Context: an optimization exercise on an open-source flow, tuned for small area. The choices shown serve that exercise and are no tape-out recipe. RTL that was checked went through simulation tests only; none was proved equivalent to the original. Function not checked in run 1: the RTL went through the layout flow alone. Power is estimated from default activity; no workload was simulated.

File: design.v
module debouncer (
	input CLOCK_50,
	input rst,
	input in,
	output reg out,
	output reg [9:0] count
	);
	always @(posedge CLOCK_50)
		if (rst)
			count <= 10'd0;
		else
			count <= count + 1'b1;
	always @(posedge CLOCK_50)
		if (rst)
			out <= 1'b0;
		else if (count == 10'h1ff)
			out <= in;
endmodule
module incrementer(
	input CLOCK_50,
	input rst,
	input [1:0] SW,
	input DB,
	output reg [7:0] BPM,
	output press
	);
	reg DB_q;
	always @(posedge CLOCK_50)
		if (rst)
			DB_q <= 1'b0;
		else
			DB_q <= DB;
	assign press = DB & ~DB_q;
	always @(posedge CLOCK_50)
		if (rst)
			BPM <= 8'd121;
		else if (press) begin
			if (SW[1])
				BPM <= 8'd120;
			else if (SW[0])
				BPM <= (BPM == 8'd255) ? 8'd1 : BPM + 8'd1;
			else
				BPM <= (BPM == 8'd1) ? 8'd255 : BPM - 8'd1;
		end
endmodule
module bin_to_dec (
	input [7:0] binary,
	output reg [3:0] huns,
	output reg [3:0] tens,
	output reg [3:0] ones
	);
	integer count;
	always @(binary)	
		begin
			huns = 4'd0;
			tens = 4'd0;
			ones = 4'd0;
		for ( count = 7; count >=0; count = count-1)
			begin	 
				if (huns >= 5)
					huns = huns + 3;
				if (tens >= 5)
					tens = tens + 3;
				if (ones >= 5)
					ones = ones + 3;
				huns = huns << 1;
				huns[0] = tens[3];
				tens = tens << 1;
				tens[0] = ones[3];
				ones = ones << 1;
				ones[0] = binary[count];
			end
		end
endmodule		
module clk_det(
	input  [7:0] BPM,
	input        CLOCK_50,
	input        rst,
	input  [1:0] SW,
	input        press,
	input  [9:0] P,
	output reg   BEEP
	);
	localparam [21:0] N = 22'd3000000;
	reg [21:0] G, GU, C;
	reg  [7:0] rem;
	reg  [1:0] mode;           
	wire p512  = (P == 10'd512);
	wire p513  = (P == 10'd513);
	wire win   = (P[9:5] == 5'b10000);
	wire step  = win & (P[4:0] >= 5'd10);           
	wire hold  = win & (P[4:0] >= 5'd2);            
	wire top   = (BPM == 8'd255);
	wire up    = (mode == 2'b01);
	wire down  = (mode == 2'b10);
	wire div   = (up | down) & ~top;
	wire [4:0] idx  = 5'd31 - P[4:0];
	wire       nbit = N[idx];
	wire [8:0] rs   = {rem, nbit};
	wire [9:0] diff = {1'b0, rs} - {2'b0, BPM} - {9'b0, up};
	wire       q    = ~diff[9];
	wire beat = (C >= G) & ~(down & ~top & hold);
	always @(posedge CLOCK_50) begin
		if (p512)
			mode <= {press & (SW[1] | ~SW[0]), press & (SW[1] | SW[0])};
		if (div & step)
			rem <= q ? diff[7:0] : rs[7:0];
		else
			rem <= 8'd0;
		if (rst) begin
			G  <= 22'd24793;
			GU <= 22'd24590;
		end
		else if (p513) begin
			case (mode)
			2'b01: begin G <= GU; if (top) GU <= 22'd3000000; end
			2'b10: begin GU <= G; if (top) G <= 22'd11764; end
			2'b11: begin G <= 22'd25000; GU <= 22'd24793; end
			default: ;
			endcase
		end
		else if (div & step) begin
			if (up) GU <= {GU[20:0], q};
			else    G  <= {G[20:0], q};
		end
		if (rst) begin
			C    <= 22'h3fffff;
			BEEP <= 1'b0;
		end
		else if (beat) begin
			C    <= 22'd0;
			BEEP <= 1'b1;
		end
		else begin
			C <= C + 22'd1;
			if (C > 22'd1000)
				BEEP <= 1'b0;
		end
	end
endmodule
module disp(
	input [3:0]in,
	output reg [6:0]out);
	always @(in) begin
		case (in)
			4'h0: out = 7'b1000000;
			4'h1: out = 7'b1111001;
			4'h2: out = 7'b0100100;
			4'h3: out = 7'b0110000;
			4'h4: out = 7'b0011001;
			4'h5: out = 7'b0010010;
			4'h6: out = 7'b0000010;
			4'h7: out = 7'b1111000;
			4'h8: out = 7'b0000000;
			4'h9: out = 7'b0010000;
			4'ha: out = 7'b0001000;
			4'hb: out = 7'b0000011;
			4'hc: out = 7'b1000110;
			4'hd: out = 7'b0100001;
			4'he: out = 7'b0000110;
			4'hf: out = 7'b0001110;
		endcase
	end
endmodule
module system(
	input [1:0] SW,
	input KEY,
	input CLOCK_50,
	input rst,
	output LEDG,
	output [6:0] HEX0,
	output [6:0] HEX1,
	output [6:0] HEX2);
	wire       db;
	wire [9:0] P;
	wire [7:0] bpm;
	wire       press;
	wire [3:0] d100, d10, d1;
	debouncer d(
		.CLOCK_50 (CLOCK_50),
		.rst      (rst),
		.in       (KEY),
		.out      (db),
		.count    (P)
	);
	incrementer inc(
		.CLOCK_50 (CLOCK_50),
		.rst      (rst),
		.SW       (SW),
		.DB       (db),
		.BPM      (bpm),
		.press    (press)
	);
	bin_to_dec conv(
		.binary (bpm),
		.huns   (d100),
		.tens   (d10),
		.ones   (d1)
	);
	clk_det clk_det(
		.BPM      (bpm),
		.CLOCK_50 (CLOCK_50),
		.rst      (rst),
		.SW       (SW),
		.press    (press),
		.P        (P),
		.BEEP     (LEDG)
	);
	disp disp100(.in(d100), .out(HEX2));
	disp disp10 (.in(d10),  .out(HEX1));
	disp disp1  (.in(d1),   .out(HEX0));
endmodule
File: run.sh
#!/bin/bash
# synth_recipe.tcl (not shown) runs the flow's synth.tcl, then flattens the netlist and writes it again
# the make line also repeats each setting of config.mk as NAME=value (left out here)
make -C /OpenROAD-flow-scripts/flow DESIGN_CONFIG=/design/flow/config.mk WORK_HOME=/design/flow/orfs CLKGATE_MAP_FILE= SYNTH_SCRIPT=/design/flow/synth_recipe.tcl finish
File: config.mk
export PLATFORM = sky130hd
export DESIGN_NAME = system
export DESIGN_NICKNAME = system
export VERILOG_FILES = /design/flow/design.v
export SDC_FILE = /design/flow/constraint.sdc
export NUM_CORES = 4
export LEC_CHECK = 0
export CAP_MARGIN = 20
export CORE_MARGIN = 2
export CORE_UTILIZATION = 40
export SLEW_MARGIN = 20
File: constraint.sdc
create_clock -name core_clock -period 100.0 [get_ports {CLOCK_50}]
set_input_delay 20.0000 -clock core_clock [delete_from_list [all_inputs] [get_ports {CLOCK_50}]]
set_output_delay 20.0000 -clock core_clock [all_outputs]
set_load 0.01 [all_outputs]
==> results.yml, run 1 <==
timing:
  hold_viol: 0
  max_freq_mhz: 35.8
  hold_slack_ps: 479
  setup_viol: 0
  tightest_slew_ps: 1000
  period_minus_slack_ps: 27930
  fin_setup_tns_ps: 0
  fin_skew_ps: 8.89
  slew_violations: 0
  fin_ws_ps: 72070
  post-route-period-util_pct: 27.9
  rsz0062_at_grt: "false"
  slew_headroom_pct: 33.2
synthesis:
  synthesis.area_um2: 7510
  ys.flop_type: "dfxtp_1"
  synth.area.top_cells: "dfxtp_1, ha_1, a211oi_1, nor2_1, inv_1"
  synth_fp_nets: 1012
  post_synth_num_cell_types: 90
  netlist_instances: 935
  avgSynthCellArea_um2: 8.03
  synth_area_leader_cell: "dfxtp_1"
  synth.most_common_cell: "dfxtp_1"
  synth_commonest_cells: "dfxtp_1, nor2_1, inv_1, ha_1, nand2_1"
  yosysTopAreaCellShare_pct: 25.3
  synth_edf_count: 2
  synthArstFlopShare_pct: 0
  ys_seq_area_share_pct: 26.1
  ys_ff_latch: 97
  yosysWarnings: 5
routing:
  drc_errors: 0
  avgViaCountPerCell: 5.55
  drtPass1Iterations: 5
  ant_nets: 0
  drt_iter0_drc: 440
  wl_per_cell_um: 14.7
  vias: 6399
  routed_wl_um: 16900
layout:
  area.growth.synth_to_final_pct: 8.38
  antenna_cells: 0
  design_area_um2: 8140
  drive_gt1_share_pct: 5.33
  num-nets-final: 995
  fill_cells: 1881
global_route:
  grt_antenna_before_repair: 0
  grt_usage_pct: 17.5
  grt_pass1_vias: 6009
  grt-ovfl-total: 0
  grt_pass1_wl_um: 29200
  grt_start_max_net_pins: 88
worst_setup_path:
  cp_slowest_stage_delay_ps: 550
  crit_required_ps: 80000
  start_kind: "flop"
  crit_type: "flop to primary output"
  cp_data_arrival_time_ps: 7930
  cp-end-kind: "primary output"
  cpMaxStageDelayCell: "or4_4"
  cp_common_cell: "ha_1"
  path_max_fanout: 11
placed_design:
  io_buffers: 25
  dpl_cell_area_um2: 7850
  post-place-ws_ps: 72520
  gp_congestion: 0.803
  dp_hpwl_um: 12000
floorplanning:
  io_pins: 27
  start_util_pct: 40.4
  core_um2: 18600
  rows: 50
  die_width_um: 141
  fp.dieH_um: 141
  die_area_um2: 19900
outcome:
  status: "timing/DRC/antenna clean"
clocking:
  holdBufCountCts: 0
  post_cts_buffers: 0
  cts_resized: 0
  htree_levels: 3
  clock_sinks: 97
  cts-root-buf: "clkbuf_16"
  cts_buffer_depth: 2
  clk_pin_slew_ps: 60
  numCtsBuffers: 9
  cts_tree: "yes"
  clock_latency_ps: 350
flow_run:
  max_cap_violations: 0
power_and_ir_drop:
  p_leak_nw: 3.12
  irDropWorstVdd_mv: 0.00882
  power_w: 0.0000835
  power_per_cell_area_nw_per_um2: 10.3
hold_path:
  hold_class: "flop to flop"
==> through the flow <==
step / util [%] / std cells
global placement: 42.2 / 1141
detailed placement: 42.2 / 1141
CTS: 43.8 / 1154
global route: 43.8 / 1154
floorplan: - / 935
finish: 43.8 / 1154
==> worst paths after layout <==
path | startpoint | end | slack (ps) | depth (start not counted)
setup reg to reg | d.count[0] | clk_det.G[0] | 95700 | 17
hold / removal | clk_det.GU[4] | clk_det.GU[4] | 480 | 2
setup / recovery | inc.BPM[6] | HEX1[2] | 72070 | 29
hold reg to reg | clk_det.GU[4] | clk_det.GU[4] | 480 | 2
==> critical path, delay by kind of cell (launching register included) <==
kind | cells | cell delay, ps
AOI/OAI and AO/OA | 6 | 1190
DFF | 1 | 540
muxes | 1 | 140
and+or+nand+nor | 7 | 1840
xor gates and xnor gates | 3 | 1140
buffers and inverters | 6 | 1070
adders and majority gates | 6 | 1660
==> state kept, by name (all words and copies together) (netlist names) <==
signal / count
clk_det.C: 22
clk_det.GU: 22
clk_det.G: 22
d.count: 10
clk_det.rem: 8
inc.BPM: 8
clk_det.mode: 2
clk_det.BEEP: 1
d.out: 1
inc.DB_q: 1
==> routing by layer <==
metal  GRT usage (%)  part of all wire (%)  vias up
li1                -                     -     3351
met1            23.2                    49     2949
met2            29.4                    47       84
met3            3.50                   2.8       15
met4            4.37                   1.4        0
met5               0                     0        -
==> cell families (layout without fill, tap and decap cells) <==
| group | count (synthesis) | count (layout) | synth area share, % |
|---|---|---|---|
| AO/OA/AOI/OAI | 267 | 267 | 25.8 |
| XOR/XNOR | 39 | 39 | 4.75 |
| adder cells (fa/ha/maj) | 72 | 72 | 12.2 |
| buffers and inverters | 133 | 118 | 7.11 |
| flip-flops | 97 | 97 | 26.1 |
| multiplexers | 25 | 25 | 3.48 |
| other | 1 | 1 | 0.0499 |
| AND/OR/NAND/NOR | 301 | 301 | 20.5 |
==> report_power, final <==
part | internal (W) | switching [W]
Clock | 0.0000206 | 0.0000147
Combinational | 0.00000312 | 0.00000357
Sequential | 0.0000399 | 0.00000169
Total | 0.0000636 | 0.0000199
==> final cells by class <==
class / count / area (um^2) / share of cell area (%)
multi-input cells: 705 / 5030 / 61.8
flip-flops and latches: 97 / 1960 / 24.1
well taps: 234 / 293 / 3.60
repair buffers: 30 / 283 / 3.47
inverters: 75 / 282 / 3.46
clock buffers: 11 / 254 / 3.12
clock inverters: 2 / 38.8 / 0.476
==> layout by cell type (no fill, tap or decap), types with 20 or more instances in the layout <==
master            n
nor2_1           80
nor3_1           28
nand2_1          52
ha_1             70
a21oi_1          49
a211oi_1         45
nand2b_1         20
nand3_1          33
clkdlybuf4s50_1  24
inv_1            73
o21bai_1         29
dfxtp_1          95
o21ai_0          29
mux2i_1          20
xnor2_1          20
==> inputs of run 2 (changes only) <==
--- a/design.v
+++ b/design.v
@@ -33,2 +33,13 @@
 	assign press = DB & ~DB_q;
+	wire       dn = ~SW[0];
+	wire [7:0] a  = BPM ^ {8{dn}};
+	wire [7:0] t;
+	assign t[0] = 1'b1;
+	genvar i;
+	generate for (i = 1; i < 8; i = i + 1) begin : g
+		assign t[i] = t[i-1] & a[i-1];
+	end endgenerate
+	wire [7:0] pm  = BPM ^ t;
+	wire       top = &BPM;                      
+	wire       bot = (BPM[7:1] == 7'd0);        
 	always @(posedge CLOCK_50)
@@ -39,6 +50,8 @@
 				BPM <= 8'd120;
-			else if (SW[0])
-				BPM <= (BPM == 8'd255) ? 8'd1 : BPM + 8'd1;
+			else if (~dn & top)
+				BPM <= 8'd1;
+			else if (dn & bot)
+				BPM <= 8'd255;
 			else
-				BPM <= (BPM == 8'd1) ? 8'd255 : BPM - 8'd1;
+				BPM <= pm;
 		end
@@ -87,17 +100,39 @@
 	reg  [1:0] mode;           
+	reg        init;
 	wire p512  = (P == 10'd512);
 	wire p513  = (P == 10'd513);
-	wire win   = (P[9:5] == 5'b10000);
-	wire step  = win & (P[4:0] >= 5'd10);           
-	wire hold  = win & (P[4:0] >= 5'd2);            
-	wire top   = (BPM == 8'd255);
+	wire step  = (P[8:5] == 4'b0000) & (P[4:0] >= 5'd10);   
+	wire w1    = step & P[9];
+	wire w2    = step & ~P[9];
+	wire hold  = (P[9:5] == 5'b10000) & (P[4:1] != 4'd0);   
+	wire top   = &BPM;
 	wire up    = (mode == 2'b01);
 	wire down  = (mode == 2'b10);
-	wire div   = (up | down) & ~top;
-	wire [4:0] idx  = 5'd31 - P[4:0];
-	wire       nbit = N[idx];
+	wire gdiv  = (down & ~top) | init;
+	wire       nbit = N[5'd31 - P[4:0]];
 	wire [8:0] rs   = {rem, nbit};
-	wire [9:0] diff = {1'b0, rs} - {2'b0, BPM} - {9'b0, up};
-	wire       q    = ~diff[9];
-	wire beat = (C >= G) & ~(down & ~top & hold);
+	wire [8:0] d    = {1'b0, BPM & {8{~(w2 & top)}}};
+	wire       cin  = w2;             
+	wire [9:0] b;                     
+	wire [8:0] df;
+	assign b[0] = cin;
+	genvar i;
+	generate for (i = 0; i < 9; i = i + 1) begin : sub
+		assign df[i]  = rs[i] ^ d[i] ^ b[i];
+		assign b[i+1] = (~rs[i] & (d[i] | b[i])) | (d[i] & b[i]);
+	end endgenerate
+	wire q = ~b[9];
+	wire [22:0] c;
+	assign c[0] = 1'b1;
+	generate for (i = 0; i < 22; i = i + 1) begin : cmp
+		assign c[i+1] = (C[i] & ~G[i]) | ((C[i] | ~G[i]) & c[i]);
+	end endgenerate
+	wire ge = c[22];
+	wire beat = ge & ~(hold & gdiv);
+	wire [22:0] cc;
+	assign cc[0] = 1'b1;
+	generate for (i = 0; i < 22; i = i + 1) begin : inc
+		assign cc[i+1] = cc[i] & C[i];
+	end endgenerate
+	wire [21:0] cn = C ^ cc[21:0];
 	always @(posedge CLOCK_50) begin
@@ -105,22 +140,18 @@
 			mode <= {press & (SW[1] | ~SW[0]), press & (SW[1] | SW[0])};
-		if (div & step)
-			rem <= q ? diff[7:0] : rs[7:0];
+		if (rst)
+			init <= 1'b1;
+		else if (P[9:5] == 5'b10001)
+			init <= 1'b0;
+		if (step)
+			rem <= q ? df[7:0] : rs[7:0];
 		else
 			rem <= 8'd0;
-		if (rst) begin
-			G  <= 22'd24793;
-			GU <= 22'd24590;
-		end
-		else if (p513) begin
-			case (mode)
-			2'b01: begin G <= GU; if (top) GU <= 22'd3000000; end
-			2'b10: begin GU <= G; if (top) G <= 22'd11764; end
-			2'b11: begin G <= 22'd25000; GU <= 22'd24793; end
-			default: ;
-			endcase
-		end
-		else if (div & step) begin
-			if (up) GU <= {GU[20:0], q};
-			else    G  <= {G[20:0], q};
-		end
+		if (w2)
+			GU <= {GU[20:0], q};
+		if (rst)
+			G[13] <= 1'b1;
+		else if (p513 & (mode != 2'b00) & ~(down & ~top))
+			G <= up ? GU : mode[0] ? 22'd25000 : 22'd11764;
+		else if (w1 & gdiv)
+			G <= {G[20:0], q};
 		if (rst) begin
@@ -134,4 +165,4 @@
 		else begin
-			C <= C + 22'd1;
-			if (C > 22'd1000)
+			C <= cn;
+			if ({C[9:5], C[3], C[0]} == 7'b1111111)
 				BEEP <= 1'b0;
--- a/config.mk
+++ b/config.mk
@@ -7,2 +7,3 @@
 export LEC_CHECK = 0
+export ABC_AREA = 1
 export CAP_MARGIN = 20
==> run 2 against run 1 <==
  * First-iteration DRC count shrank 55%
  * Synthesized cell count fell by 14%
  * Hold slack worse by 26 ps
  * Critical path depth increased by 7
  * Still clean
  * Global-route usage down 2.2 points
==> results.yml, run 2 <==
clocking:
  cts-root-buf: "clkbuf_16"
  post_cts_buffers: 0
  htree_levels: 3
  numCtsBuffers: 9
  holdBufCountCts: 0
  cts_buffer_depth: 2
  clock_sinks: 98
  cts_resized: 0
  clk_pin_slew_ps: 70
  cts_tree: "yes"
  clock_latency_ps: 350
timing:
  tightest_slew_ps: 849
  slew_violations: 0
  max_freq_mhz: 37.2
  period_minus_slack_ps: 26860
  fin_setup_tns_ps: 0
  hold_viol: 0
  post-route-period-util_pct: 26.9
  fin_skew_ps: 8.35
  setup_viol: 0
  slew_headroom_pct: 43.2
  rsz0062_at_grt: "false"
worst_setup_path:
  cp-end-kind: "primary output"
  cp_slowest_stage_delay_ps: 560
  regToRegSetupSlack_ps: 93870
  cp_common_cell: "inv_1"
  cp_data_arrival_time_ps: 6860
  rr_worst_depth: 22
  cpMaxStageDelayCell: "clkdlybuf4s50_1"
  crit_required_ps: 80000
  reg2reg_to: "clk_det.rem[5]"
  start_kind: "flop"
  worstReg2RegStart: "d.count[1]"
  crit_type: "flop to primary output"
  path_max_fanout: 9
placed_design:
  dp_hpwl_um: 8550
  io_buffers: 25
  gp_congestion: 0.803
power_and_ir_drop:
  switching_share_pct: 23.9
  p_clk_share_pct: 41.2
  p_int_w: 0.0000622
  power_per_cell_area_nw_per_um2: 11.9
  p_leak_nw: 3.22
  combPwrFrac_pct: 5.5
  switching_power_w: 0.0000195
  irDropWorstVdd_mv: 0.00852
  p_seq_share_pct: 53.3
layout:
  fill_cells: 1498
  layout_commonest_cell: "nand2_1"
  num-nets-final: 885
  final_cell_mix: "nand2_1, inv_1, ha_1, dfxtp_1, o21ai_0"
  area.growth.synth_to_final_pct: 11.6
  final_util_pct: 45.3
  reg_top3: "clk_det.C (22), clk_det.GU (22), clk_det.G (22)"
  antenna_cells: 0
  drive_gt1_share_pct: 6.68
synthesis:
  netlist_instances: 801
  yosysTopAreaCellShare_pct: 22.0
  post_synth_num_cell_types: 42
  synth_edf_count: 45
  ys_ff_latch: 98
  synth_commonest_cells: "nand2_1, inv_1, ha_1, dfxtp_1, o21ai_0"
  synth.area.top_cells: "edfxtp_1, dfxtp_1, nand2_1, ha_1, inv_1"
  yosysWarnings: 5
  synth_area_leader_cell: "edfxtp_1"
  ys_seq_area_share_pct: 39.2
  ys.flop_type: "dfxtp_1"
  synth_fp_nets: 868
  avgSynthCellArea_um2: 7.69
  synthesis.area_um2: 6160
  synth.most_common_cell: "nand2_1"
  synthArstFlopShare_pct: 0
global_route:
  grt_pass1_wl_um: 20500
  grt_pass1_vias: 4559
  grt_usage_pct: 15.3
  grt_antenna_before_repair: 0
  grt_start_max_net_pins: 32
  grt-ovfl-total: 0
routing:
  drtPass1Iterations: 4
  wl_per_cell_um: 11.8
  routed_wl_um: 11900
  vias: 4918
  drc_errors: 0
  avgViaCountPerCell: 4.86
  drt_iter0_drc: 199
  ant_nets: 0
floorplanning:
  fp.dieH_um: 128
  die_area_um2: 16400
  start_util_pct: 40.6
  die_width_um: 128
  rows: 45
  io_pins: 27
  core_um2: 15100
flow_run:
  max_cap_violations: 0
hold_path:
  whs_endpoint: "clk_det.GU[15]"
  hold_start: "clk_det.GU[14]"
  hold_class: "flop to flop"
  holdPathStages: 0
outcome:
  status: "timing/DRC/antenna clean"
## run 2: changes by cell type in the layout (fill, tap and decap cells not counted), sizes merged, moves of 22 or more
cell    delta
nand2    +162
inv       +75
a211oi    -45
edfxtp    +43
dfxtp     -42
nor2      -33
o21ai     +32
o21bai    -29
mux2i     -22
## run 2: area by class of cell
cell class / count / area, um^2 / share of cell area, %
clock buffer: 10 / 239 / 3.48
clock inverter: 6 / 48.8 / 0.711
inverter: 148 / 558 / 8.13
multi-input combinational: 534 / 3110 / 45.3
sequential: 98 / 2410 / 35.1
tap: 188 / 235 / 3.43
timing repair buffer: 27 / 265 / 3.86
## run 2: stage by stage
stage	area (um^2)	total power (W)	setup slack (ps)	cells	hold slack, ps
2_1_floorplan	6160	0.0000478	74520	801	425
3_3_place_gp	6580	0.0000489	73730	995	432
3_5_place_dp	6580	0.0000490	73570	995	436
4_1_cts	6860	0.0000828	73140	1011	453
5_1_grt	6870	0.0000852	72510	1011	459
6_report	6870	0.0000817	73140	1011	453
## run 2: per-layer routing
layer	up-vias	routed length (um)	part of all wire (%)	track usage, %
li1	2593	-	-	-
met1	2257	5820	49	19.4
met4	0	78	0.66	4.14
met5	-	0	0	0
met3	4	400	3.4	3.96
met2	64	5600	47	25.9
## run 2: cell families (layout without fill, tap and decap cells)
logic type / Yosys count / after routing / share of synthesized area [%]
AO/OA/AOI/OAI: 132 / 132 / 12.6
XOR/XNOR: 12 / 12 / 1.95
adder cells (fa/ha/maj): 62 / 62 / 13.6
buffers and inverters: 169 / 191 / 10.5
flip-flops: 98 / 98 / 39.2
other: 1 / 1 / 0.0609
AND/OR/NAND/NOR: 327 / 327 / 22.1
## run 2: how the worst max path moves through the flow
stage	start	slack (ps)	cells past startpoint	end
after global routing	inc.BPM[5]	72510	37	HEX1[0]
final	inc.BPM[5]	73140	36	HEX1[2]
after detailed placement	inc.BPM[5]	73570	36	HEX1[2]
after CTS	inc.BPM[5]	73140	36	HEX1[2]
after global placement	inc.BPM[5]	73730	36	HEX1[2]
after floorplan	inc.BPM[5]	74520	36	HEX1[2]
## run 2: power groups by stage
stage	logic, W	registers, W	clock network (W)
floorplan	0.00000361	0.0000442	0
global placement	0.00000448	0.0000444	0
detailed placement	0.00000457	0.0000444	0
CTS	0.00000458	0.0000435	0.0000347
global route	0.00000559	0.0000437	0.0000359
finish	0.00000451	0.0000435	0.0000337
## run 2: critical path, delay by kind of cell (launching register included)
family          cells  cell delay, ps
flops               1             490
simple gates        9             980
fa+ha+maj           8            1540
compound gates      4             770
xor+xnor            4            1150
buf+inv            11            1540
==> inputs of run 3 (changes only) <==
==> flow/run.sh (new file) <==
#!/bin/bash
# Own flow: the standard synthesis, then its combinational logic re-mapped
# for area by ABC (flip-flops untouched), then the standard layout with
# small port buffers and a lighter clock tree.
set -euo pipefail
W=$(pwd)
F=$W/flow
R=$W/orfs/results/$FLOW_PLATFORM/system/base
LIB=$FLOW_HOME/platforms/$FLOW_PLATFORM/lib/sky130_fd_sc_hd__tt_025C_1v80.lib
YOSYS=$(command -v yosys || echo "$FLOW_HOME/../tools/install/yosys/bin/yosys")

bash standard.sh synth > $W/log_1_standard_synth.txt 2>&1

cp $R/1_2_yosys.v $W/std_synth.v
FFS=$(grep -oE '^\s*sky130_fd_sc_hd__[a-z0-9_]+' $W/std_synth.v | tr -d ' ' | sort -u | grep -E '__(s?e?df|dl[xr]|dlclkp|sdlclkp)' | tr '\n' ' ')
REOPT_LIB=$LIB REOPT_FFS="$FFS" REOPT_DONT_USE="$(cat $F/dont_use.txt | tr '\n' ' ')" \
REOPT_IN=$W/std_synth.v REOPT_OUT=$W/reopt.v REOPT_STAT=$W/reopt_stat.txt REOPT_SCRIPT=$F/abc_area.script \
  $YOSYS -c $F/reopt.tcl > $W/log_2_reopt.txt 2>&1

# the flip-flops (instance name and cell) must be exactly the standard ones
ffs() { grep -E '^\s*sky130_fd_sc_hd__(s?e?df|dl[xr]|dlclkp|sdlclkp)' "$1" | awk '{print $1, $2}' | sort; }
if [[ "$(ffs $W/std_synth.v)" == "$(ffs $W/reopt.v)" ]] && [[ -s $W/reopt.v ]]; then
  cp $W/reopt.v $R/1_2_yosys.v
  echo "re-mapped netlist used" > $W/log_3_choice.txt
else
  echo "flip-flops differ; standard netlist kept" > $W/log_3_choice.txt
fi
touch $R/1_2_yosys.v

export BUFFER_PORTS_ARGS="-buffer_cell sky130_fd_sc_hd__buf_1"
export CTS_ARGS="-sink_clustering_enable -repair_clock_nets -dont_use_dummy_load -buf_list sky130_fd_sc_hd__clkbuf_8"
bash standard.sh > $W/log_4_standard_layout.txt 2>&1
==> flow/abc_area.script (new file) <==
strash
dch
map -a
strash
dch
map -a
==> flow/dont_use.txt (new file) <==
sky130_fd_sc_hd__probe_p_8
sky130_fd_sc_hd__probec_p_8
sky130_fd_sc_hd__lpflow_bleeder_1
sky130_fd_sc_hd__lpflow_clkbufkapwr_1
sky130_fd_sc_hd__lpflow_clkbufkapwr_16
sky130_fd_sc_hd__lpflow_clkbufkapwr_2
sky130_fd_sc_hd__lpflow_clkbufkapwr_4
sky130_fd_sc_hd__lpflow_clkbufkapwr_8
sky130_fd_sc_hd__lpflow_clkinvkapwr_1
sky130_fd_sc_hd__lpflow_clkinvkapwr_16
sky130_fd_sc_hd__lpflow_clkinvkapwr_2
sky130_fd_sc_hd__lpflow_clkinvkapwr_4
sky130_fd_sc_hd__lpflow_clkinvkapwr_8
sky130_fd_sc_hd__lpflow_decapkapwr_12
sky130_fd_sc_hd__lpflow_decapkapwr_3
sky130_fd_sc_hd__lpflow_decapkapwr_4
sky130_fd_sc_hd__lpflow_decapkapwr_6
sky130_fd_sc_hd__lpflow_decapkapwr_8
sky130_fd_sc_hd__lpflow_inputiso0n_1
sky130_fd_sc_hd__lpflow_inputiso0p_1
sky130_fd_sc_hd__lpflow_inputiso1n_1
sky130_fd_sc_hd__lpflow_inputiso1p_1
sky130_fd_sc_hd__lpflow_inputisolatch_1
sky130_fd_sc_hd__lpflow_isobufsrc_1
sky130_fd_sc_hd__lpflow_isobufsrc_16
sky130_fd_sc_hd__lpflow_isobufsrc_2
sky130_fd_sc_hd__lpflow_isobufsrc_4
sky130_fd_sc_hd__lpflow_isobufsrc_8
sky130_fd_sc_hd__lpflow_isobufsrckapwr_16
sky130_fd_sc_hd__lpflow_lsbuf_lh_hl_isowell_tap_1
sky130_fd_sc_hd__lpflow_lsbuf_lh_hl_isowell_tap_2
sky130_fd_sc_hd__lpflow_lsbuf_lh_hl_isowell_tap_4
sky130_fd_sc_hd__lpflow_lsbuf_lh_isowell_4
sky130_fd_sc_hd__lpflow_lsbuf_lh_isowell_tap_1
sky130_fd_sc_hd__lpflow_lsbuf_lh_isowell_tap_2
sky130_fd_sc_hd__lpflow_lsbuf_lh_isowell_tap_4
sky130_fd_sc_hd__fill_1
sky130_fd_sc_hd__fill_2
sky130_fd_sc_hd__fill_4
sky130_fd_sc_hd__fill_8
==> flow/reopt.tcl (new file) <==
# Re-map the combinational logic of the standard synthesis for area.
# The flip-flops are kept as they are (same instances, names and cells).
yosys -import
set lib   $::env(REOPT_LIB)
set ffs   $::env(REOPT_FFS)
set du    {}
foreach c [split [string trim $::env(REOPT_DONT_USE)]] { lappend du -dont_use $c }
read_liberty -ignore_miss_func $lib
read_verilog $::env(REOPT_IN)
hierarchy -top $::env(FLOW_TOP)
foreach f $ffs { setattr -mod -set keep_hierarchy 1 $f }
flatten
foreach f $ffs { blackbox $f }
hierarchy -top $::env(FLOW_TOP)
opt -purge
abc -liberty $lib {*}$du -script $::env(REOPT_SCRIPT)
opt_clean -purge
splitnets
opt_clean -purge
hilomap -singleton -hicell sky130_fd_sc_hd__conb_1 HI -locell sky130_fd_sc_hd__conb_1 LO
insbuf -buf sky130_fd_sc_hd__buf_4 A X
check
tee -o $::env(REOPT_STAT) stat -liberty $lib
write_verilog -noattr -nohex -nodec $::env(REOPT_OUT)
==> standard.sh (new file) <==
#!/bin/bash
# synth_recipe.tcl (not shown) runs the flow's synth.tcl, then flattens the netlist and writes it again
# the make line also repeats each setting of config.mk as NAME=value (left out here)
make -C /OpenROAD-flow-scripts/flow DESIGN_CONFIG=/design/flow/config.mk WORK_HOME=/design/flow/orfs CLKGATE_MAP_FILE= SYNTH_SCRIPT=/design/flow/synth_recipe.tcl "${@:-finish}"
--- a/config.mk
+++ b/config.mk
@@ -10,3 +10,3 @@
 export CORE_MARGIN = 2
-export CORE_UTILIZATION = 40
+export CORE_UTILIZATION = 70
 export SLEW_MARGIN = 20
removed: run.sh
==> run 3 against run 2 <==
  * Cell count shrank 27%
  * Sequential share of layout area grew 12 points
  * Synthesized area shrank 22%
==> results.yml, run 3 <==
outcome:
  status: "timing/DRC/antenna clean"
floorplanning:
  start_util_pct: 71.8
  core_um2: 6720
  fp.dieH_um: 87
  io_pins: 27
  die_area_um2: 7570
  die_width_um: 87
  rows: 30
clocking:
  cts_tree: "yes"
  clk_pin_slew_ps: 100
  cts-root-buf: "clkbuf_8"
  cts_resized: 0
  htree_levels: 3
  cts_buffer_depth: 2
  holdBufCountCts: 0
  clock_latency_ps: 370
  post_cts_buffers: 0
  numCtsBuffers: 9
  clock_sinks: 98
routing:
  avgViaCountPerCell: 5.77
  vias: 4262
  met3_length_um: 466
  drc_errors: 0
  routed_wl_um: 10200
  wl_per_cell_um: 13.8
  drt_iter0_drc: 218
  ant_nets: 0
  routed-wl-met2_um: 4920
  drtPass1Iterations: 5
  met1Wirelength_um: 4510
  highest_layer: "met4"
timing:
  post-route-period-util_pct: 25.2
  fin_skew_ps: 31.7
  setup_viol: 0
  slew_violations: 0
  tightest_slew_ps: 908
  fin_setup_tns_ps: 0
  rsz0062_at_grt: "false"
  max_freq_mhz: 39.6
  slew_headroom_pct: 38.9
  hold_viol: 0
  period_minus_slack_ps: 25230
worst_setup_path:
  worstReg2RegStart: "inc.BPM[7]"
  crit_type: "flop to primary output"
  cp_common_cell: "nor2_1"
  cp_data_arrival_time_ps: 5230
  cp-startpoint: "inc.BPM[7]"
  crit_required_ps: 80000
  cp-end-kind: "primary output"
  cp_slowest_stage_delay_ps: 340
  start_kind: "flop"
  cpMaxStageDelayCell: "dfxtp_1"
  path_max_fanout: 6
  rr_worst_depth: 42
synthesis:
  yosysWarnings: 5
  synth_fp_nets: 630
  synthesis.area_um2: 4820
  avgSynthCellArea_um2: 7.72
  netlist_instances: 625
placed_design:
  io_buffers: 25
  gp_congestion: 0.958
  dpl_cell_area_um2: 5020
  dp_hpwl_um: 7560
  dp_cells: 730
hold_path:
  hold_start: "clk_det.GU[5]"
  holdPathStages: 0
  hold_class: "flop to flop"
power_and_ir_drop:
  irDropWorstVdd_mv: 0.00783
  power_per_cell_area_nw_per_um2: 13.1
  p_leak_nw: 1.90
  power_w: 0.0000675
layout:
  final_cell_mix: "nor2_1, clkinv_1, nand2_1, o21ai_0, a21oi_1"
  num-nets-final: 666
  drive_gt1_share_pct: 3.19
  instances_no_fill: 739
  final_util_pct: 76.6
  area.growth.synth_to_final_pct: 6.72
  layout_commonest_cell: "nor2_1"
  reg_top3: "clk_det.C (22), clk_det.GU (22), clk_det.G (22)"
  fill_cells: 499
  antenna_cells: 0
  design_area_um2: 5150
flow_run:
  max_cap_violations: 0
global_route:
  grt_pass1_wl_um: 16900
  grt_pass1_vias: 3881
  grt_antenna_before_repair: 0
  grt-ovfl-total: 0
  grt_usage_pct: 28.5
  grt_start_max_net_pins: 34
==> run 3: layer usage <==
layer / track usage (%) / up-vias
met5: 0 / -
li1: - / 2177
met4: 11.6 / 0
met3: 4.74 / 27
met2: 48.8 / 111
met1: 35.8 / 1947
==> run 3: critical path, delay by kind of cell, from the launching register on <==
family          cells  cell delay, ps
flops               1             340
compound gates      3             520
buf+inv            11            1120
simple gates       22            2860
==> run 3: power breakdown <==
part	total, W	internal (W)	switching [W]	leakage [nW]
clock	0.0000202	0.00000810	0.0000121	0.0647
combinational	0.00000396	0.00000138	0.00000258	0.990
sequential	0.0000434	0.0000425	0.000000849	0.844
total	0.0000675	0.0000520	0.0000155	1.90
==> run 3: final timing paths <==
check	endpoint	slack (ps)
worst min register to register	clk_det.GU[6]	430
worst min-delay path	clk_det.GU[6]	430
worst max-delay path	HEX0[3]	74770
worst max register to register	clk_det.rem[4]	93980
==> run 3: layout make-up <==
class	instances	area [um^2]	share of cell area, %
clock buffers	9	124	2.41
multi-input cells	420	2000	38.9
well taps	80	100	1.95
flip-flops and latches	98	2410	46.9
repair buffers	28	116	2.26
inverters	104	390	7.59
==> run 3: per-stage QoR <==
step	hold WS [ps]	setup WS, ps
5_1_grt	431	74060
4_1_cts	425	74810
6_report	431	74770
3_3_place_gp	424	75580
2_1_floorplan	413	75910
3_5_place_dp	430	75200
==> inputs of run 4 (changes only) <==
--- a/config.mk
+++ b/config.mk
@@ -10,3 +10,3 @@
 export CORE_MARGIN = 2
-export CORE_UTILIZATION = 70
+export CORE_UTILIZATION = 40
 export SLEW_MARGIN = 20
==> run 4 against run 3 <==
  * Still clean
  * Clock skew about the same
  * Register-to-register slack about the same
  * Setup slack worse by 35 ps
  * Critical path type unchanged
  * Total power about the same
  * Via count down 2.3%
  * Core utilization down 33 points
==> results.yml, run 4 <==
routing:
  drt_iter0_drc: 164
  vias: 4166
  avgViaCountPerCell: 5.18
  ant_nets: 0
  drtPass1Iterations: 4
  routed_wl_um: 10400
  drc_errors: 0
  wl_per_cell_um: 12.9
timing:
  tightest_slew_ps: 1030
  fin_setup_tns_ps: 0
  setup_viol: 0
  slew_headroom_pct: 30.8
  slew_violations: 0
  period_minus_slack_ps: 25260
  post-route-period-util_pct: 25.3
  max_freq_mhz: 39.6
  fin_skew_ps: 31.3
  hold_slack_ps: 416
  rsz0062_at_grt: "false"
  hold_viol: 0
floorplanning:
  die_area_um2: 12900
  core_um2: 11900
  fp.dieH_um: 114
  io_pins: 27
  rows: 40
  start_util_pct: 40.5
  die_width_um: 114
clocking:
  htree_levels: 3
  cts_buffer_depth: 2
  holdBufCountCts: 0
  post_cts_buffers: 0
  numCtsBuffers: 9
  cts-root-buf: "clkbuf_8"
  clock_latency_ps: 370
  clock_sinks: 98
  cts_tree: "yes"
  cts_resized: 0
  clk_pin_slew_ps: 90
worst_setup_path:
  cpMaxStageDelayCell: "dfxtp_1"
  cp_common_cell: "nor2_1"
  start_kind: "flop"
  cp_slowest_stage_delay_ps: 340
  crit_type: "flop to primary output"
  cp-end-kind: "primary output"
  crit_required_ps: 80000
  regToRegSetupSlack_ps: 93980
  worstReg2RegStart: "inc.BPM[7]"
  rr_worst_depth: 42
  cp_data_arrival_time_ps: 5260
  reg2reg_to: "clk_det.rem[1]"
  path_max_fanout: 6
power_and_ir_drop:
  power_per_cell_area_nw_per_um2: 12.9
  p_leak_nw: 1.89
  power_w: 0.0000675
  irDropWorstVdd_mv: 0.00731
layout:
  final_util_pct: 43.8
  area.growth.synth_to_final_pct: 8.30
  fill_cells: 1222
  drive_gt1_share_pct: 3.04
  layout_commonest_cell: "nor2_1"
  reg_top3: "clk_det.C (22), clk_det.GU (22), clk_det.G (22)"
  num-nets-final: 665
  final_cell_mix: "nor2_1, clkinv_1, nand2_1, o21ai_0, a21oi_1"
  antenna_cells: 0
global_route:
  grt_pass1_vias: 3839
  grt-ovfl-total: 0
  grt_pass1_wl_um: 17500
  grt_antenna_before_repair: 0
  grt_usage_pct: 17.0
  grt_start_max_net_pins: 34
synthesis:
  avgSynthCellArea_um2: 7.72
  yosysWarnings: 5
  netlist_instances: 625
  synth_fp_nets: 630
  synthesis.area_um2: 4820
hold_path:
  holdPathStages: 1
  hold_start: "clk_det.rem[1]"
  hold_class: "flop to flop"
  whs_endpoint: "clk_det.rem[2]"
outcome:
  status: "timing/DRC/antenna clean"
placed_design:
  io_buffers: 25
  gp_congestion: 0.828
  dp_hpwl_um: 7730
flow_run:
  max_cap_violations: 0
run 4: area by class of cell:
| cell class | instances | area (um^2) | area share [%] |
|---|---|---|---|
| Clock buffer | 9 | 124 | 2.37 |
| Timing Repair Buffer | 27 | 109 | 2.08 |
| Inverter | 104 | 390 | 7.47 |
| Sequential cell | 98 | 2410 | 46.2 |
| Tap cell | 147 | 184 | 3.52 |
| Multi-Input combinational cell | 420 | 2000 | 38.4 |
run 4: how the worst max path moves through the flow:
stage,startpoint,endpoint,slack (ps),depth (start not counted)
floorplan,inc.BPM[7],HEX0[3],75910,35
finish,inc.BPM[7],HEX0[3],74740,36
CTS,inc.BPM[7],HEX0[3],74800,36
global route,inc.BPM[7],HEX0[3],74010,36
detailed placement,inc.BPM[7],HEX0[3],75230,36
global placement,inc.BPM[7],HEX0[3],75540,36
run 4: metal layers:
layer | vias to the layer above | track usage, % | part of all wire [%]
li1 | 2176 | - | -
met1 | 1905 | 21.7 | 49
met2 | 81 | 28.9 | 47
met3 | 4 | 4.14 | 4.0
met4 | 0 | 4.55 | 0.65
met5 | - | 0 | 0
run 4: worst max-delay path, delay by kind of cell, from the launching register on:
kind,cells,cell delay [ps]
flops,1,340
simple gates,22,2880
buf+inv,11,1150
compound gates,3,560
run 4: power breakdown:
part	internal, W	total, W	switching, W	leakage (nW)
logic	0.00000133	0.00000381	0.00000249	0.985
registers	0.0000425	0.0000433	0.000000828	0.844
clock network	0.00000810	0.0000203	0.0000122	0.0647
total	0.0000519	0.0000675	0.0000155	1.89
run 4: per-stage QoR:
stage	std cells	setup WS (ps)	cell area, um^2
finish	805	74740	5220
global placement	796	75540	5100
global route	805	74010	5220
floorplan	625	75910	4820
detailed placement	796	75230	5100
CTS	805	74800	5220
==> inputs of run 5 (changes only) <==
--- a/flow/run.sh
+++ b/flow/run.sh
@@ -30,3 +30,3 @@
 export BUFFER_PORTS_ARGS="-buffer_cell sky130_fd_sc_hd__buf_1"
-export CTS_ARGS="-sink_clustering_enable -repair_clock_nets -dont_use_dummy_load -buf_list sky130_fd_sc_hd__clkbuf_8"
+export CTS_ARGS="-sink_clustering_enable -repair_clock_nets -dont_use_dummy_load -buf_list sky130_fd_sc_hd__clkbuf_8 -sink_clustering_size 35 -sink_clustering_max_diameter 120"
 bash standard.sh > $W/log_4_standard_layout.txt 2>&1
==> run 5 against run 4 <==
  * Core utilization unchanged
  * Register-to-register slack about the same
  * Non-clock buffer count unchanged
  * Synthesized area unchanged
  * Critical endpoint unchanged
  * Routed wire length unchanged
  * Setup slack unchanged
==> results.yml, run 5 <==
layout:
  drive_gt1_share_pct: 3.04
  num-nets-final: 665
  area.growth.synth_to_final_pct: 8.30
  final_util_pct: 43.8
  final_cell_mix: "nor2_1, clkinv_1, nand2_1, o21ai_0, a21oi_1"
  layout_commonest_cell: "nor2_1"
  reg_top3: "clk_det.C (22), clk_det.GU (22), clk_det.G (22)"
  antenna_cells: 0
worst_setup_path:
  worstReg2RegStart: "inc.BPM[7]"
  cp-startpoint: "inc.BPM[7]"
  cp-end-kind: "primary output"
  cpMaxStageDelayCell: "dfxtp_1"
  cp_slowest_stage_delay_ps: 340
  cp_common_cell: "nor2_1"
  cp_data_arrival_time_ps: 5260
  path_max_fanout: 6
  crit_required_ps: 80000
  start_kind: "flop"
  crit_type: "flop to primary output"
floorplanning:
  die_width_um: 114
  io_pins: 27
  start_util_pct: 40.5
  die_area_um2: 12900
  core_um2: 11900
  fp.dieH_um: 114
  rows: 40
power_and_ir_drop:
  p_clk_share_pct: 30.1
  switching_share_pct: 23.0
  combPwrFrac_pct: 5.7
  power_per_cell_area_nw_per_um2: 12.9
  p_int_w: 0.0000519
  irDropWorstVdd_mv: 0.00731
  switching_power_w: 0.0000155
  p_seq_share_pct: 64.3
  p_leak_nw: 1.89
routing:
  vias: 4166
  routed_wl_um: 10400
  drc_errors: 0
  wl_per_cell_um: 12.9
  routed-wl-met2_um: 4870
  avgViaCountPerCell: 5.18
  drtPass1Iterations: 4
  ant_nets: 0
  met3_length_um: 412
  drt_iter0_drc: 164
  met1Wirelength_um: 5070
  highest_layer: "met4"
synthesis:
  yosysWarnings: 5
  synthesis.area_um2: 4820
  avgSynthCellArea_um2: 7.72
  synth_fp_nets: 630
  netlist_instances: 625
hold_path:
  hold_class: "flop to flop"
  hold_start: "clk_det.rem[1]"
outcome:
  status: "timing/DRC/antenna clean"
timing:
  post-route-period-util_pct: 25.3
  tightest_slew_ps: 1030
  slew_headroom_pct: 30.8
  max_freq_mhz: 39.6
  slew_violations: 0
  hold_viol: 0
  period_minus_slack_ps: 25260
  rsz0062_at_grt: "false"
  setup_viol: 0
  fin_skew_ps: 31.3
  fin_setup_tns_ps: 0
placed_design:
  gp_congestion: 0.828
  io_buffers: 25
  dp_hpwl_um: 7730
clocking:
  cts_buffer_depth: 2
  htree_levels: 3
  numCtsBuffers: 9
  cts_resized: 0
  clock_latency_ps: 370
  post_cts_buffers: 0
  holdBufCountCts: 0
  cts-root-buf: "clkbuf_8"
  clk_pin_slew_ps: 90
  clock_sinks: 98
  cts_tree: "yes"
global_route:
  grt_pass1_wl_um: 17500
  grt-ovfl-total: 0
  grt_usage_pct: 17.0
  grt_pass1_vias: 3839
  grt_start_max_net_pins: 34
  grt_antenna_before_repair: 0
flow_run:
  max_cap_violations: 0
[run 5: metrics by stage]
stage	total power (W)	setup slack (ps)	instance area, um^2	hold slack (ps)	std cells
after floorplan	0.0000469	75910	4820	413	625
after global placement	0.0000480	75540	5100	429	796
after detailed placement	0.0000481	75230	5100	436	796
after CTS	0.0000684	74800	5220	416	805
after global routing	0.0000706	74010	5220	427	805
final	0.0000675	74740	5220	416	805
[run 5: layout make-up]
class | count | area (um^2)
inverter | 104 | 390
multi-input combinational | 420 | 2000
clock buffer | 9 | 124
tap | 147 | 184
sequential | 98 | 2410
timing repair buffer | 27 | 109
fill | 1222 | 6690
[run 5: worst max-delay path: cells and delay by family (launching register included)]
family	cells	cell delay [ps]
flip-flops	1	340
buffers and inverters	11	1150
AND/OR/NAND/NOR	22	2880
AO/OA/AOI/OAI	3	560
[run 5: worst paths after layout]
kind	to	slack (ps)	cells after the start
worst max-delay path	HEX0[3]	74740	36
worst min-delay path	clk_det.rem[2]	420	1
worst max register to register	clk_det.rem[1]	93980	42
worst min register to register	clk_det.rem[2]	420	1
[run 5: layer usage]
layer / vias up / global-route usage (%)
met4: 0 / 4.55
met3: 4 / 4.14
li1: 2176 / -
met2: 81 / 28.9
met5: - / 0
met1: 1905 / 21.7
[run 5: power by group through the flow]
stage | Clock, W | Combinational, W | Sequential [W]
global placement | 0 | 0.00000373 | 0.0000442
floorplan | 0 | 0.00000289 | 0.0000441
global route | 0.0000226 | 0.00000452 | 0.0000435
detailed placement | 0 | 0.00000384 | 0.0000442
finish | 0.0000203 | 0.00000381 | 0.0000433
CTS | 0.0000212 | 0.00000385 | 0.0000433
==> inputs of run 6 (changes only) <==
--- a/flow/run.sh
+++ b/flow/run.sh
@@ -30,3 +30,3 @@
 export BUFFER_PORTS_ARGS="-buffer_cell sky130_fd_sc_hd__buf_1"
-export CTS_ARGS="-sink_clustering_enable -repair_clock_nets -dont_use_dummy_load -buf_list sky130_fd_sc_hd__clkbuf_8 -sink_clustering_size 35 -sink_clustering_max_diameter 120"
+export CTS_ARGS="-sink_clustering_enable -repair_clock_nets -dont_use_dummy_load -buf_list sky130_fd_sc_hd__clkbuf_16 -sink_clustering_size 50 -sink_clustering_max_diameter 200"
 bash standard.sh > $W/log_4_standard_layout.txt 2>&1
==> run 6 against run 5 <==
  * Setup slack gained 69 ps
  * Critical path depth unchanged
  * Count of clock-buffer cells in the layout is the same
  * Fmax rose by 0.27%
  * Still clean
  * Global-route usage is 0.16 points higher
  * Core utilization increased by 0.85 points
  * Register-to-register slack better by 30 ps
  * Sequential share of layout area down 0.88 points
  * Largest power group unchanged
==> results.yml, run 6 <==
outcome:
  status: "timing/DRC/antenna clean"
synthesis:
  avgSynthCellArea_um2: 7.72
  netlist_instances: 625
  yosysWarnings: 5
  synth_fp_nets: 630
  synthesis.area_um2: 4820
timing:
  slew_headroom_pct: 31.9
  fin_setup_tns_ps: 0
  fin_skew_ps: 17.7
  setup_viol: 0
  slew_violations: 0
  rsz0062_at_grt: "false"
  period_minus_slack_ps: 25190
  post-route-period-util_pct: 25.2
  tightest_slew_ps: 1020
  max_freq_mhz: 39.7
  hold_viol: 0
worst_setup_path:
  cp-end-kind: "primary output"
  crit_type: "flop to primary output"
  critPathBufInv: 11
  cp_common_cell: "nor2_1"
  regToRegSetupSlack_ps: 94010
  start_kind: "flop"
  crit_required_ps: 80000
  cpMaxStageDelayCell: "dfxtp_1"
  path_max_fanout: 6
  cp_data_arrival_time_ps: 5190
  cp_top_family: "simple AND/OR/NAND/NOR gates"
  cp_slowest_stage_delay_ps: 330
clocking:
  cts_resized: 0
  htree_levels: 3
  cts_tree: "yes"
  post_cts_buffers: 0
  holdBufCountCts: 0
  clock_sinks: 98
  cts_buffer_depth: 2
  clock_latency_ps: 340
  cts-root-buf: "clkbuf_16"
  clk_pin_slew_ps: 70
  numCtsBuffers: 9
power_and_ir_drop:
  power_per_cell_area_nw_per_um2: 14.4
  power_w: 0.0000764
  p_clk_share_pct: 38.2
  p_int_w: 0.0000598
  switching_share_pct: 21.8
  combPwrFrac_pct: 5.0
  p_leak_nw: 1.94
  switching_power_w: 0.0000166
  irDropWorstVdd_mv: 0.0116
  p_seq_share_pct: 56.8
routing:
  routed-wl-met2_um: 4840
  wl_per_cell_um: 13.0
  drtPass1Iterations: 4
  met1Wirelength_um: 5060
  drc_errors: 0
  vias: 4182
  met3_length_um: 410
  drt_iter0_drc: 163
  highest_layer: "met4"
  avgViaCountPerCell: 5.20
  routed_wl_um: 10500
  ant_nets: 0
layout:
  reg_top3: "clk_det.C (22), clk_det.GU (22), clk_det.G (22)"
  design_area_um2: 5320
  num-nets-final: 665
  final_cell_mix: "nor2_1, clkinv_1, nand2_1, o21ai_0, a21oi_1"
  instances_no_fill: 805
  multi_input_area_um2: 2000
  area.growth.synth_to_final_pct: 10.4
  antenna_cells: 0
  fill_cells: 1202
  layout_commonest_cell: "nor2_1"
  seq_area_um2: 2410
  final_util_pct: 44.7
  drive_gt1_share_pct: 3.04
floorplanning:
  rows: 40
  fp.dieH_um: 114
  io_pins: 27
  die_width_um: 114
  core_um2: 11900
  start_util_pct: 40.5
  die_area_um2: 12900
placed_design:
  dpl_cell_area_um2: 5100
  io_buffers: 25
  dp_hpwl_um: 7730
  dp_cells: 796
  gp_congestion: 0.828
hold_path:
  hold_class: "flop to flop"
global_route:
  grt-ovfl-total: 0
  grt_usage_pct: 17.1
  grt_antenna_before_repair: 0
  grt_pass1_vias: 3865
  grt_start_max_net_pins: 34
  grt_pass1_wl_um: 17600
flow_run:
  max_cap_violations: 0
## run 6: worst paths after layout
check	endpoint	from	cells past startpoint
setup reg to reg	clk_det.rem[1]	inc.BPM[7]	42
hold / removal	clk_det.rem[2]	clk_det.rem[1]	1
hold reg to reg	clk_det.rem[2]	clk_det.rem[1]	1
setup / recovery	HEX0[3]	inc.BPM[7]	36
## run 6: per-stage QoR
stage	worst slack [ps]	hold WS, ps
CTS	74840	430
global placement	75540	429
global route	74050	444
detailed placement	75230	436
finish	74810	433
floorplan	75910	413
## run 6: worst register-to-register path: cells and delay by family (launching register included)
kind,cells,cell delay (ps)
AO/OA/AOI/OAI,11,1170
buffers and inverters,8,890
flip-flops,1,330
AND/OR/NAND/NOR,23,3500
## run 6: area by class of cell
type | count | share of cell area (%)
sequential | 98 | 45.3
multi-input combinational | 420 | 37.6
inverter | 104 | 7.33
clock buffer | 9 | 4.23
tap | 147 | 3.45
timing repair buffer | 27 | 2.04
## run 6: power by group through the flow
stage | clock [W] | sequential [W] | combinational, W
after floorplan | 0 | 0.0000441 | 0.00000289
after global placement | 0 | 0.0000442 | 0.00000373
after detailed placement | 0 | 0.0000442 | 0.00000384
after CTS | 0.0000301 | 0.0000434 | 0.00000386
after global routing | 0.0000316 | 0.0000435 | 0.00000452
final | 0.0000292 | 0.0000434 | 0.00000381
## run 6: metal layers
layer / vias up / global-route usage, %
met1: 1917 / 21.7
met3: 14 / 4.46
li1: 2174 / -
met4: 0 / 4.72
met2: 77 / 29.2
met5: - / 0
==> inputs of run 7 (changes only) <==
--- a/design.v
+++ b/design.v
@@ -22,13 +22,19 @@
 	input [1:0] SW,
+	input KEY,
 	input DB,
+	input [9:0] P,
 	output reg [7:0] BPM,
-	output press
-	);
-	reg DB_q;
-	always @(posedge CLOCK_50)
-		if (rst)
-			DB_q <= 1'b0;
-		else
-			DB_q <= DB;
-	assign press = DB & ~DB_q;
+	output reg [1:0] mode
+	);
+	wire p511  = (P == 10'd511);
+	wire p512  = (P == 10'd512);
+	wire press = p512 & mode[0];
+	always @(posedge CLOCK_50) begin
+		if (p511)
+			mode[0] <= KEY & ~DB;
+		else if (p512)
+			mode[0] <= mode[0] & (SW[1] | SW[0]);
+		if (p512)
+			mode[1] <= mode[0] & (SW[1] | ~SW[0]);
+	end
 	wire       dn = ~SW[0];
@@ -91,5 +97,4 @@
 	input        rst,
-	input  [1:0] SW,
-	input        press,
 	input  [9:0] P,
+	input  [1:0] mode,
 	output reg   BEEP
@@ -99,21 +104,19 @@
 	reg  [7:0] rem;
-	reg  [1:0] mode;           
 	reg        init;
-	wire p512  = (P == 10'd512);
-	wire p513  = (P == 10'd513);
-	wire step  = (P[8:5] == 4'b0000) & (P[4:0] >= 5'd10);   
-	wire w1    = step & P[9];
-	wire w2    = step & ~P[9];
-	wire hold  = (P[9:5] == 5'b10000) & (P[4:1] != 4'd0);   
-	wire top   = &BPM;
-	wire up    = (mode == 2'b01);
-	wire down  = (mode == 2'b10);
-	wire gdiv  = (down & ~top) | init;
-	wire       nbit = N[5'd31 - P[4:0]];
+	wire e1   = (P == 10'd513);
+	wire cp   = (P == 10'd541);
+	wire step = (P[8:5] == 4'b0000) & (P[4:0] >= 5'd7) & (P[4:0] <= 5'd28);
+	wire w1   = step & P[9];                                  
+	wire w2   = step & ~P[9];                                 
+	wire hold = (P[9:5] == 5'b10000) & (P[4:0] >= 5'd2) & (P[4:0] <= 5'd29);
+	wire top  = &BPM;
+	wire up   = (mode == 2'b01);
+	wire down = (mode == 2'b10);
+	wire gdiv = (down & ~top) | init;
+	wire       nbit = N[5'd28 - P[4:0]];
 	wire [8:0] rs   = {rem, nbit};
 	wire [8:0] d    = {1'b0, BPM & {8{~(w2 & top)}}};
-	wire       cin  = w2;             
 	wire [9:0] b;                     
 	wire [8:0] df;
-	assign b[0] = cin;
+	assign b[0] = w2;
 	genvar i;
@@ -129,4 +132,3 @@
 	end endgenerate
-	wire ge = c[22];
-	wire beat = ge & ~(hold & gdiv);
+	wire beat = c[22] & ~(hold & gdiv);
 	wire [22:0] cc;
@@ -137,8 +139,8 @@
 	wire [21:0] cn = C ^ cc[21:0];
+	wire gload = (e1 & (mode[0] | (mode[1] & top))) | (cp & gdiv);
+	wire [21:0] gx = (e1 & ~up) ? (mode[0] ? 22'd25000 : 22'd11764) : GU;
 	always @(posedge CLOCK_50) begin
-		if (p512)
-			mode <= {press & (SW[1] | ~SW[0]), press & (SW[1] | SW[0])};
 		if (rst)
 			init <= 1'b1;
-		else if (P[9:5] == 5'b10001)
+		else if (cp)
 			init <= 1'b0;
@@ -148,10 +150,7 @@
 			rem <= 8'd0;
-		if (w2)
-			GU <= {GU[20:0], q};
+		GU <= {GU[20:0], (w2 | (w1 & gdiv)) ? q : GU[21]};
 		if (rst)
 			G[13] <= 1'b1;
-		else if (p513 & (mode != 2'b00) & ~(down & ~top))
-			G <= up ? GU : mode[0] ? 22'd25000 : 22'd11764;
-		else if (w1 & gdiv)
-			G <= {G[20:0], q};
+		else if (gload)
+			G <= gx;
 		if (rst) begin
@@ -207,3 +206,3 @@
 	wire [7:0] bpm;
-	wire       press;
+	wire [1:0] mode;
 	wire [3:0] d100, d10, d1;
@@ -220,5 +219,7 @@
 		.SW       (SW),
+		.KEY      (KEY),
 		.DB       (db),
+		.P        (P),
 		.BPM      (bpm),
-		.press    (press)
+		.mode     (mode)
 	);
@@ -234,5 +235,4 @@
 		.rst      (rst),
-		.SW       (SW),
-		.press    (press),
 		.P        (P),
+		.mode     (mode),
 		.BEEP     (LEDG)
==> flow/run.sh (replaced) <==
#!/bin/bash
# Own flow: the standard synthesis; then its combinational logic re-mapped
# for area by ABC with a few scripts (flip-flops untouched), each result
# checked to be fully mapped, to keep the standard flip-flops and to be
# equivalent to the standard netlist, and the smallest kept; then the
# standard layout with small port buffers and a lighter clock tree.
set -uo pipefail
W=$(pwd)
F=$W/flow
R=$W/orfs/results/$FLOW_PLATFORM/system/base
LIB=$FLOW_HOME/platforms/$FLOW_PLATFORM/lib/sky130_fd_sc_hd__tt_025C_1v80.lib
YOSYS=$(command -v yosys || echo "$FLOW_HOME/../tools/install/yosys/bin/yosys")

bash standard.sh synth > $W/log_1_standard_synth.txt 2>&1 || exit 1
cp $R/1_2_yosys.v $W/std_synth.v

FFRE='__(s?e?df|dl[xr]|dlclkp|sdlclkp)'
FFS=$(grep -oE '^\s*sky130_fd_sc_hd__[a-z0-9_]+' $W/std_synth.v | tr -d ' ' | sort -u | grep -E "$FFRE" | tr '\n' ' ')
ffs() { grep -E "^\s*sky130_fd_sc_hd__(s?e?df|dl[xr]|dlclkp|sdlclkp)" "$1" | awk '{print $1, $2}' | sort; }

remap() {  # remap NAME
  local n=$1
  REOPT_LIB=$LIB REOPT_FFS="$FFS" REOPT_DONT_USE="$(tr '\n' ' ' < $F/dont_use.txt)" \
  REOPT_IN=$W/std_synth.v REOPT_OUT=$W/reopt_$n.v REOPT_STAT=$W/reopt_$n.stat REOPT_SCRIPT=$F/abc_$n.script \
    timeout 1200 $YOSYS -c $F/reopt.tcl > $W/log_2_reopt_$n.txt 2>&1 || return 1
  [[ "$(ffs $W/std_synth.v)" == "$(ffs $W/reopt_$n.v)" ]] || { echo "flip-flops differ" >> $W/log_2_reopt_$n.txt; return 1; }
  EQ_LIB=$LIB EQ_GOLD=$W/std_synth.v EQ_GATE=$W/reopt_$n.v \
    timeout 1200 $YOSYS -c $F/eqv.tcl > $W/log_3_equiv_$n.txt 2>&1 || return 1
  grep 'Chip area' $W/reopt_$n.stat | awk '{print $NF}' > $W/reopt_$n.area
}
for n in a b c; do remap $n & done
wait

best=""; barea=""
for n in a b c; do
  [[ -s $W/reopt_$n.area ]] || continue
  a=$(cat $W/reopt_$n.area)
  if [[ -z "$best" ]] || awk -v x="$a" -v y="$barea" 'BEGIN{exit !(x<y)}'; then best=$n; barea=$a; fi
done
if [[ -n "$best" ]]; then
  cp $W/reopt_$best.v $R/1_2_yosys.v
  echo "re-mapped netlist $best used, area $barea" > $W/log_4_choice.txt
else
  echo "no re-mapped netlist passed; standard netlist kept" > $W/log_4_choice.txt
fi
touch $R/1_2_yosys.v

export BUFFER_PORTS_ARGS="-buffer_cell sky130_fd_sc_hd__buf_1"
export CTS_ARGS="-sink_clustering_enable -repair_clock_nets -dont_use_dummy_load -buf_list sky130_fd_sc_hd__clkbuf_8 -sink_clustering_size 30 -sink_clustering_max_diameter 80 -sink_clustering_levels 1"
bash standard.sh > $W/log_5_standard_layout.txt 2>&1
==> flow/abc_a.script (new file) <==
strash
dch -f
amap
mfs
strash
dch -f
amap
mfs
strash
dch -f
amap
==> flow/abc_b.script (new file) <==
strash
&get -n
&deepsyn -T 60
&put
dch -f
amap
mfs
strash
dch -f
amap
==> flow/abc_c.script (new file) <==
strash
dch
map -a
strash
dch
map -a
==> flow/eqv.tcl (new file) <==
yosys -import
set lib $::env(EQ_LIB)
read_liberty -ignore_miss_func $lib
read_verilog $::env(EQ_GOLD)
yosys rename $::env(FLOW_TOP) gold
read_verilog $::env(EQ_GATE)
yosys rename $::env(FLOW_TOP) gate
hierarchy -check
flatten gold gate
opt_clean
yosys rename -hide gold/w:_* gate/w:_*
async2sync
check -assert gate
setundef -undriven -zero gate
equiv_make gold gate equiv
hierarchy -top equiv
equiv_simple -seq 2
equiv_induct
equiv_status -assert
--- a/flow/reopt.tcl
+++ b/flow/reopt.tcl
@@ -22,2 +22,3 @@
 check
+select -assert-none t:$*
 tee -o $::env(REOPT_STAT) stat -liberty $lib
removed: flow/abc_area.script
==> run 7 against run 6 <==
  * Clock power down 32%
  * Still clean on timing, DRC and antenna
  * Cell count fell by 8.3%
  * Clock skew grew 8.6 ps
  * Via count is 9.3% lower
  * Synthesized cell count shrank 9.9%
  * Combinational power up 18%
  * Core utilization is essentially flat
  * Die area shrank 7.7%
  * Setup slack improved by 1700 ps
  * Hold slack worse by 110 ps
  * Count of clock-buffer cells in the layout is the same
==> results.yml, run 7 <==
worst_setup_path:
  cp_top_family: "simple AND/OR/NAND/NOR gates"
  cp_common_cell: "clkinv_1"
  worstPathCellList: "clkinv_1 > nor2_1 > clkinv_1 > nor2_1 > nor2b_1 > a21oi_1 > nand2_1 > nor2_1 > clkinv_1 > nor4_1 > o31ai_1 > o21ai_0 > clkinv_1 > buf_1"
  crit_type: "flop to primary output"
  path_max_fanout: 7
  start_kind: "flop"
  cpMaxStageDelayCell: "dfxtp_1"
  cp-end-kind: "primary output"
  cp_slowest_stage_delay_ps: 460
  crit_required_ps: 80000
  critPathBufInv: 5
  cp_data_arrival_time_ps: 3460
clocking:
  cts_buffer_depth: 2
  clock_sinks: 97
  clock_latency_ps: 360
  htree_levels: 3
  cts-root-buf: "clkbuf_8"
  clk_pin_slew_ps: 90
  cts_resized: 0
  cts_tree: "yes"
  post_cts_buffers: 0
  holdBufCountCts: 0
  numCtsBuffers: 9
power_and_ir_drop:
  p_leak_nw: 1.69
  irDropWorstVdd_mv: 0.00590
  power_per_cell_area_nw_per_um2: 13.8
timing:
  fin_setup_tns_ps: 0
  max_freq_mhz: 42.6
  hold_viol: 0
  slew_headroom_pct: 38.7
  tightest_slew_ps: 907
  period_minus_slack_ps: 23460
  slew_violations: 0
  fin_skew_ps: 26.2
  setup_viol: 0
  rsz0062_at_grt: "false"
  post-route-period-util_pct: 23.5
global_route:
  grt_antenna_before_repair: 0
  grt_pass1_wl_um: 15600
  grt_usage_pct: 16.2
  grt_start_max_net_pins: 26
  grt-ovfl-total: 0
  grt_pass1_vias: 3517
synthesis:
  avgSynthCellArea_um2: 7.88
  yosysWarnings: 5
  synthesis.area_um2: 4440
  netlist_instances: 563
  synth_fp_nets: 568
layout:
  num-nets-final: 605
  antenna_cells: 0
  final_cell_mix: "nor2_1, clkinv_1, o21ai_0, dfxtp_1, nand2_1"
  fill_cells: 1124
  layout_commonest_cell: "nor2_1"
  drive_gt1_share_pct: 2.17
  final_util_pct: 44.7
  area.growth.synth_to_final_pct: 9.11
  reg_top3: "clk_det.C (22), clk_det.GU (22), clk_det.G (22)"
floorplanning:
  die_area_um2: 12000
  core_um2: 10800
  io_pins: 27
  rows: 38
  fp.dieH_um: 109
  die_width_um: 109
  start_util_pct: 40.9
routing:
  wl_per_cell_um: 12.2
  vias: 3794
  avgViaCountPerCell: 5.14
  routed_wl_um: 8980
  drc_errors: 0
  ant_nets: 0
  drt_iter0_drc: 156
  drtPass1Iterations: 5
placed_design:
  dp_hpwl_um: 6760
  gp_congestion: 0.865
  io_buffers: 25
hold_path:
  hold_class: "flop to flop"
outcome:
  status: "timing/DRC/antenna clean"
flow_run:
  max_cap_violations: 0
-- run 7: worst register-to-register path: cells and delay by family (launching register included) --
family / cells / cell delay (ps)
buf+inv: 3 / 510
flops: 1 / 460
compound gates: 12 / 2590
simple gates: 17 / 2780
-- run 7: routing by layer --
metal  GRT usage [%]  vias to the layer above  routed length, um  share of wire, %
met4            5.24                        0                128               1.4
met5               0                        -                  0                 0
met3            2.73                       15                252               2.8
met1            21.0                     1708               4360                49
met2            27.6                       65               4230                47
li1                -                     2006                  -                 -
-- run 7: area by class of cell --
cell class / count / area (um^2) / share of cell area, %
clock buffer: 9 / 124 / 2.56
inverter: 87 / 327 / 6.75
multi-input combinational: 376 / 1920 / 39.6
sequential: 97 / 2170 / 44.9
tap: 140 / 175 / 3.62
timing repair buffer: 29 / 124 / 2.56
-- run 7: per-stage QoR --
stage | instance area (um^2) | std cells | setup slack, ps | power (W) | hold WS [ps]
after CTS | 4840 | 738 | 76650 | 0.0000675 | 319
final | 4840 | 738 | 76540 | 0.0000666 | 324
after global placement | 4720 | 729 | 77200 | 0.0000475 | 331
after global routing | 4840 | 738 | 76280 | 0.0000696 | 325
after detailed placement | 4720 | 729 | 77050 | 0.0000477 | 333
after floorplan | 4440 | 563 | 77370 | 0.0000463 | 324
-- run 7: report_power, final --
part | internal (W) | switching [W] | total, W
clock | 0.00000810 | 0.0000118 | 0.0000199
sequential | 0.0000414 | 0.000000823 | 0.0000423
combinational | 0.00000175 | 0.00000275 | 0.00000450
-- run 7: worst paths after layout --
check        slack [ps]             end  depth (start not counted)      startpoint
max               76540         HEX0[3]                         14      inc.BPM[5]
min                 320  clk_det.GU[18]                          0  clk_det.GU[17]
max reg2reg       93590  clk_det.rem[0]                         32      inc.BPM[5]
min reg2reg         320  clk_det.GU[18]                          0  clk_det.GU[17]

==> afterwards: timing with drivers on the ports <==
The flow's constraints put no driver on any port. The routed layouts listed below were extracted and timed again, unchanged, in two steps. Step 1 (the two cells are an assumption about what drives the block):
set clk [get_ports {CLOCK_50}]
set_driving_cell -lib_cell sky130_fd_sc_hd__clkbuf_16 $clk
set_driving_cell -lib_cell sky130_fd_sc_hd__buf_2 [delete_from_list [all_inputs] $clk]
Step 2 adds t to the input delays and takes it off the output delays; t is the mean of the earliest and latest rising clock arrival at the registers after step 1. Input paths then give back, and output paths get back, about the clock's delay inside the block. Three values: ideal, step 1, step 2; two values: the first two.
| run | shift t [ns] | slack for setup (ns) | cell pins on the clock port's net |
|---|---|---|---|
| run 1 | 0.385 | 72.074 / 72.033 / 72.417 | 1 |
| run 2 | 0.389 | 73.142 / 73.103 / 73.492 | 1 |
| run 3 | 0.384 | 74.775 / 74.744 / 75.128 | 1 |
| run 4 | 0.383 | 74.740 / 74.709 / 75.092 | 1 |
| run 5 | 0.383 | 74.740 / 74.709 / 75.092 | 1 |
| run 6 | 0.372 | 74.809 / 74.773 / 75.145 | 1 |
| run 7 | 0.373 | 76.539 / 76.509 / 76.883 | 1 |
After both steps setup and hold are still met in every run listed.
